Context: an optimization exercise on an open-source flow, tuned for small area and a short achievable clock period. The choices shown serve that exercise and are no tape-out recipe. In this exercise RTL edits were held to simulation tests only and were not proved equivalent to the original. Power is estimated from default activity; no workload was simulated.

## CannyEdge
module CannyEdge(dAddrRegRow, dAddrRegCol, bWE, bCE, InData, OutData,
	OPMode, bOPEnable, dReadReg, dWriteReg, clk, rst_b);
==> flow/config.mk <==
export PLATFORM = sky130hd
export DESIGN_NAME = CannyEdge
export DESIGN_NICKNAME = CannyEdge
export VERILOG_FILES = /design/flow/design.v
export SDC_FILE = /design/flow/constraint.sdc
export NUM_CORES = 4
export LEC_CHECK = 0
export CAP_MARGIN = 20
export CORE_MARGIN = 2
export CORE_UTILIZATION = 70
export CTS_BUF_LIST = sky130_fd_sc_hd__clkbuf_8
export CTS_CLUSTER_DIAMETER = 60
export CTS_CLUSTER_SIZE = 12
export PLACE_DENSITY = 0.8
export SLEW_MARGIN = 20
==> flow/constraint.sdc <==
create_clock -name core_clock -period 10.0 [get_ports {clk}]
set_input_delay 2.0000 -clock core_clock [delete_from_list [all_inputs] [get_ports {clk}]]
set_output_delay 2.0000 -clock core_clock [all_outputs]
set_load 0.01 [all_outputs]
standard.sh (not shown) runs the stock make flow with config.mk's settings and CLKGATE_MAP_FILE= SYNTH_SCRIPT=/design/flow/synth_recipe.tcl, a recipe that flattens the netlist after the stock synthesis.
==> flow/flow/run.sh <==
#!/bin/bash
# Standard layout with two changes:
#  - after the standard synthesis, flow/polarity.py removes inverters between
#    full adders (a full adder is self-dual, so an adder can be implemented in
#    its inverted form); registers and all other cells are untouched;
#  - timing repair aims at a setup slack margin of MARGIN ns, and the port
#    buffers are plain buffers instead of the delay cell buffer_ports picks.
set -euo pipefail
MARGIN=6.5
R=orfs/results/sky130hd/CannyEdge/base
bash standard.sh synth > log_synth.txt 2>&1
cp $R/1_2_yosys.v $R/1_2_yosys_std.v
python3 flow/polarity.py $R/1_2_yosys_std.v $R/1_2_yosys.v > log_polarity.txt 2>&1
rm -f $R/1_synth.odb $R/1_synth.sdc
bash standard.sh SETUP_SLACK_MARGIN=$MARGIN "BUFFER_PORTS_ARGS=-buffer_cell sky130_fd_sc_hd__buf_2" finish > log_finish.txt 2>&1
Other scripts of this flow, unchanged in this note and not shown: flow/flow/polarity.py
Edit:
CORE_UTILIZATION = 62   (was 70)
CTS_CLUSTER_DIAMETER = 80   (was 60)
CTS_CLUSTER_SIZE = 16   (was 12)
PLACE_DENSITY = 0.75   (was 0.8)
Outcome:
- The changed run ran to the end with no violations
- synthesized cell count stays the same
- global-route usage is lower by 5.2 points
- cell area decreases slightly
- sequential cell count does not change
- worst setup slack improved by 0.0032 ns
- cell count came out higher slightly

CannyEdge again, from the RTL that the note above started with.
Design CannyEdge, start of the top module:
module CannyEdge(dAddrRegRow, dAddrRegCol, bWE, bCE, InData, OutData,
	OPMode, bOPEnable, dReadReg, dWriteReg, clk, rst_b);
==> flow/config.mk <==
export PLATFORM = sky130hd
export DESIGN_NAME = CannyEdge
export DESIGN_NICKNAME = CannyEdge
export VERILOG_FILES = /design/flow/design.v
export SDC_FILE = /design/flow/constraint.sdc
export NUM_CORES = 4
export LEC_CHECK = 0
export CAP_MARGIN = 5
export CORE_MARGIN = 2
export CORE_UTILIZATION = 55
export CTS_BUF_LIST = sky130_fd_sc_hd__clkbuf_8
export CTS_CLUSTER_DIAMETER = 80
export CTS_CLUSTER_SIZE = 16
export PLACE_DENSITY = 0.7
export SLEW_MARGIN = 5
==> flow/constraint.sdc <==
create_clock -name core_clock -period 10.0 [get_ports {clk}]
set_input_delay 2.0000 -clock core_clock [delete_from_list [all_inputs] [get_ports {clk}]]
set_output_delay 2.0000 -clock core_clock [all_outputs]
set_load 0.01 [all_outputs]
Scripts as last shown in full above: flow/flow/run.sh
Other scripts of this flow, unchanged in this note and not shown: flow/flow/polarity.py
==> next run, changes <==
--- a/flow/flow/run.sh
+++ b/flow/flow/run.sh
@@ -9 +9 @@
-MARGIN=6.5
+MARGIN=6.7
CAP_MARGIN = 20   (was 5)
CTS_CLUSTER_DIAMETER = 60   (was 80)
CTS_CLUSTER_SIZE = 12   (was 16)
SLEW_MARGIN = 20   (was 5)
Effect: The changed run went through all stages and came out clean; final area grows by 8.8%; area after synthesis does not change; via count grows by 6.8%.
==> next run, changes <==
--- a/flow/flow/run.sh
+++ b/flow/flow/run.sh
@@ -9 +9 @@
-MARGIN=6.7
+MARGIN=7
After rerunning: Power went up by about 1.2%; first-iteration DRC count went down by 7.7%; via count went up by 4.8%; design area went up by about 9%.
==> next run, changes <==
--- a/flow/flow/run.sh
+++ b/flow/flow/run.sh
@@ -9 +9 @@
-MARGIN=7
+MARGIN=6.6
CTS_CLUSTER_DIAMETER = 80   (was 60)
CTS_CLUSTER_SIZE = 16   (was 12)
Outcome: The changed run completed with no timing, DRC or antenna violations; power decreases by 8.4%; area after synthesis stays the same; worst setup slack got worse by 0.029 ns; count of clock-buffer cells in the layout came out lower by 12; global-route usage shrinks by 2.9 points; worst hold slack gets better by 0.040 ns; sequential share of layout area rises by 4.2 points.

## v33
CannyEdge again, from the RTL that the note above started with.
clock: 10.0 ns
lec_check: 0
cap_margin: 20
core_margin: 2
core_utilization: 50
cts_buf_list: sky130_fd_sc_hd__clkbuf_8
cts_cluster_diameter: 80
cts_cluster_size: 16
place_density: 0.65
slew_margin: 20
==> flow/flow/run.sh <==
#!/bin/bash
# Standard layout with two changes:
#  - after the standard synthesis, flow/polarity.py removes inverters between
#    full adders (a full adder is self-dual, so an adder can be implemented in
#    its inverted form); registers and all other cells are untouched;
#  - timing repair aims at a setup slack margin of MARGIN ns, and the port
#    buffers are plain buffers instead of the delay cell buffer_ports picks.
set -euo pipefail
MARGIN=6.5
R=orfs/results/sky130hd/CannyEdge/base
bash standard.sh synth > log_synth.txt 2>&1
cp $R/1_2_yosys.v $R/1_2_yosys_std.v
python3 flow/polarity.py $R/1_2_yosys_std.v $R/1_2_yosys.v > log_polarity.txt 2>&1
rm -f $R/1_synth.odb $R/1_synth.sdc
bash standard.sh SETUP_SLACK_MARGIN=$MARGIN "BUFFER_PORTS_ARGS=-buffer_cell sky130_fd_sc_hd__buf_2" finish > log_finish.txt 2>&1
Other scripts of this flow, unchanged in this note and not shown: flow/flow/polarity.py
Here is what was changed in the inputs of v24 compared with v33.
Settings: PLACE_DENSITY changed from 0.65 to 0.7; CORE_UTILIZATION changed from 50 to 55; ABC_AREA newly set to 1.
-- flow/flow/run.sh --
<<< v33, line 9
MARGIN=6.5
>>> v24, line 9
MARGIN=6.8
### Flow results
- Between v24 and v33, it is v24 whose worst hold slack across all endpoints is lower, by 0.030 ns.
- Of v33 and v24, v33 shows the lower met1 layer usage reported by global route, with v24 above it.
- Between v33 and v24, switching power share of the total is lower for v33, v24 comes in above that.
- When v24 is set beside v33, its total detailed-routing wirelength turns out to be about 12% larger.
> inputs changed (v24 -> v25)
Settings: ABC_AREA removed (was 1); CTS_BUF_LIST changed from sky130_fd_sc_hd__clkbuf_8 to sky130_fd_sc_hd__clkbuf_4 sky130_fd_sc_hd__clkbuf_8.
-- flow/flow/run.sh --
<<< v24, line 9
MARGIN=6.8
>>> v25, line 9
MARGIN=6.5
Findings:
In the metrics for v24 and v25, the one carrying the lower number of vias per cell after detailed routing is v24. Changes observed in v25 relative to v24: clock-cell share of area flat; cell count went down. v25 went all the way through synthesis, placement and routing and the layout is clean on timing, DRC and antenna. Design area (v24 / v25): 1.12. Area of the die went down slightly going from v24 to v25. v25: total number of multi-input combinational cells is 490 lower than what v24 reported.
Modified inputs, v7 compared to v25
Settings: CTS_BUF_LIST changed from sky130_fd_sc_hd__clkbuf_4 sky130_fd_sc_hd__clkbuf_8 to sky130_fd_sc_hd__clkbuf_8; CTS_CLUSTER_SIZE changed from 16 to 14; CTS_CLUSTER_DIAMETER changed from 80 to 70.
- Relative to v25, clock buffer instance count of the final layout increased by 21% in v7.
- Share of cells above drive strength 1 is higher on v7
- Summary of v7 over v25: area added between synthesis and finish rose by 0.79 points; via total after detailed routing level.

Starting RTL as in the previous note.
clock: 10.0 ns
lec_check: 0
cap_margin: 20
core_margin: 2
core_utilization: 55
cts_buf_list: sky130_fd_sc_hd__clkbuf_8
cts_cluster_diameter: 60
cts_cluster_size: 12
place_density: 0.7
slew_margin: 20
==> flow/flow/run.sh <==
#!/bin/bash
# Standard layout with two changes:
#  - after the standard synthesis, flow/polarity.py removes inverters between
#    full adders (a full adder is self-dual, so an adder can be implemented in
#    its inverted form); registers and all other cells are untouched;
#  - timing repair aims at a setup slack margin of MARGIN ns, and the port
#    buffers are plain buffers instead of the delay cell buffer_ports picks.
set -euo pipefail
MARGIN=6.5
R=orfs/results/sky130hd/CannyEdge/base
bash standard.sh synth > log_synth.txt 2>&1
cp $R/1_2_yosys.v $R/1_2_yosys_std.v
python3 flow/polarity.py $R/1_2_yosys_std.v $R/1_2_yosys.v > log_polarity.txt 2>&1
rm -f $R/1_synth.odb $R/1_synth.sdc
bash standard.sh SETUP_SLACK_MARGIN=$MARGIN "BUFFER_PORTS_ARGS=-buffer_cell sky130_fd_sc_hd__buf_2" finish > log_finish.txt 2>&1
Other scripts of this flow, unchanged in this note and not shown: flow/flow/polarity.py
The first run went through all stages and came out clean.
Rerun with:
--- a/flow/config.mk
+++ b/flow/config.mk
@@ -6,10 +6,11 @@
 export NUM_CORES = 4
 export LEC_CHECK = 0
+export ABC_AREA = 1
 export CAP_MARGIN = 20
 export CORE_MARGIN = 2
 export CORE_UTILIZATION = 55
 export CTS_BUF_LIST = sky130_fd_sc_hd__clkbuf_8
-export CTS_CLUSTER_DIAMETER = 60
-export CTS_CLUSTER_SIZE = 12
+export CTS_CLUSTER_DIAMETER = 80
+export CTS_CLUSTER_SIZE = 16
 export PLACE_DENSITY = 0.7
 export SLEW_MARGIN = 20
Outcome: Final cell count rose by about 25%; maximum frequency is lower by 2.1%; wire length grows by 8.1%; via count goes up by 18%; final area is higher by about 1.6%; worst hold slack gets worse by 59 ps; count of clock-buffer cells in the layout drops by 12; global-route usage rose by 2.4 points.
Rerun with:
--- a/flow/flow/run.sh
+++ b/flow/flow/run.sh
@@ -7,5 +7,5 @@
 #    buffers are plain buffers instead of the delay cell buffer_ports picks.
 set -euo pipefail
-MARGIN=6.5
+MARGIN=6.35
 R=orfs/results/sky130hd/CannyEdge/base
 bash standard.sh synth > log_synth.txt 2>&1
--- a/flow/config.mk
+++ b/flow/config.mk
@@ -6,11 +6,10 @@
 export NUM_CORES = 4
 export LEC_CHECK = 0
-export ABC_AREA = 1
 export CAP_MARGIN = 20
 export CORE_MARGIN = 2
 export CORE_UTILIZATION = 55
 export CTS_BUF_LIST = sky130_fd_sc_hd__clkbuf_8
-export CTS_CLUSTER_DIAMETER = 80
-export CTS_CLUSTER_SIZE = 16
+export CTS_CLUSTER_DIAMETER = 70
+export CTS_CLUSTER_SIZE = 14
 export PLACE_DENSITY = 0.7
 export SLEW_MARGIN = 20
Result: The changed run ran to the end with no violations. Area after synthesis decreases slightly. Global-route usage decreases by 1.8 points. Critical path depth decreases by 2. Count of clock-buffer cells in the layout increases by 6.
Rerun with:
--- a/flow/flow/run.sh
+++ b/flow/flow/run.sh
@@ -7,5 +7,5 @@
 #    buffers are plain buffers instead of the delay cell buffer_ports picks.
 set -euo pipefail
-MARGIN=6.35
+MARGIN=6.5
 R=orfs/results/sky130hd/CannyEdge/base
 bash standard.sh synth > log_synth.txt 2>&1
--- a/flow/config.mk
+++ b/flow/config.mk
@@ -10,6 +10,6 @@
 export CORE_UTILIZATION = 55
 export CTS_BUF_LIST = sky130_fd_sc_hd__clkbuf_8
-export CTS_CLUSTER_DIAMETER = 70
-export CTS_CLUSTER_SIZE = 14
+export CTS_CLUSTER_DIAMETER = 80
+export CTS_CLUSTER_SIZE = 16
 export PLACE_DENSITY = 0.7
 export SLEW_MARGIN = 20
Result: The changed run passed the timing, DRC and antenna checks. Synthesized cell count is unchanged. Sequential share of layout area goes down by 0.40 points. Area after synthesis is unchanged. Global-route usage went down by 0.82 points. Power shrinks by 4.7%. Die area is unchanged. Combinational power is higher by about 2%.

-- afterwards: timing with drivers on the ports --
The flow's constraints put no driver on any port. The routed layouts listed below were extracted and timed again, unchanged, in two steps. Step 1 (the two cells are an assumption about what drives the block):
set clk [get_ports {clk}]
set_driving_cell -lib_cell sky130_fd_sc_hd__clkbuf_16 $clk
set_driving_cell -lib_cell sky130_fd_sc_hd__buf_2 [delete_from_list [all_inputs] $clk]
Step 2 moves the port delays by t, midway between the first and last clock arrival at a register: inputs arrive t later, outputs are due t later. That takes back most of the time a late clock gives input paths. Slacks: ideal / step 1 / step 2; pairs: ideal / step 1.
run	t, ns	setup WS [ns]	hold WS [ns]	worst setup path after step 2	worst slew at a driven data input, ns
the first run of note 1	0.655	6.473 / 6.477 / 5.837	0.453 / 0.453 / 0.453	input to register	0.10
the second run of note 1	0.665	6.476 / 6.509 / 5.844	0.427 / 0.427 / 0.427	input to register	0.09
the first run of note 2	0.694	6.541 / 6.561 / 5.882	0.489 / 0.489 / 0.489	input to register	0.14
the second run of note 2	0.680	6.612 / 6.612 / 6.002	0.424 / 0.424 / 0.424	input to register	0.05
the third run of note 2	0.682	6.664 / 6.664 / 6.133	0.409 / 0.409 / 0.409	input to register	0.06
the fourth run of note 2	0.680	6.635 / 6.635 / 5.997	0.449 / 0.449 / 0.449	input to register	0.04
v33	0.694	6.533 / 6.533 / 5.877	0.444 / 0.444 / 0.444	input to register	0.08
v24	0.710	6.551 / 6.551 / 6.114	0.414 / 0.414 / 0.414	input to register	0.04
v25	0.696	6.550 / 6.553 / 5.889	0.488 / 0.488 / 0.488	input to register	0.16
v7	0.650	6.496 / 6.496 / 5.911	0.483 / 0.483 / 0.483	input to register	0.14
the first run of note 4	0.667	6.547 / 6.547 / 5.935	0.486 / 0.486 / 0.486	input to register	0.14
the second run of note 4	0.710	6.474 / 6.474 / 5.812	0.426 / 0.426 / 0.426	input to register	0.03
the third run of note 4	0.659	6.365 / 6.403 / 5.744	0.495 / 0.495 / 0.495	input to register	0.14
the fourth run of note 4	0.695	6.549 / 6.553 / 5.888	0.488 / 0.488 / 0.488	input to register	0.16
After both steps setup and hold are still met in every run listed. The setup slack of the second run of note 4, which loses most, moves by 0.000 ns with the drivers and by -0.662 ns with both steps.
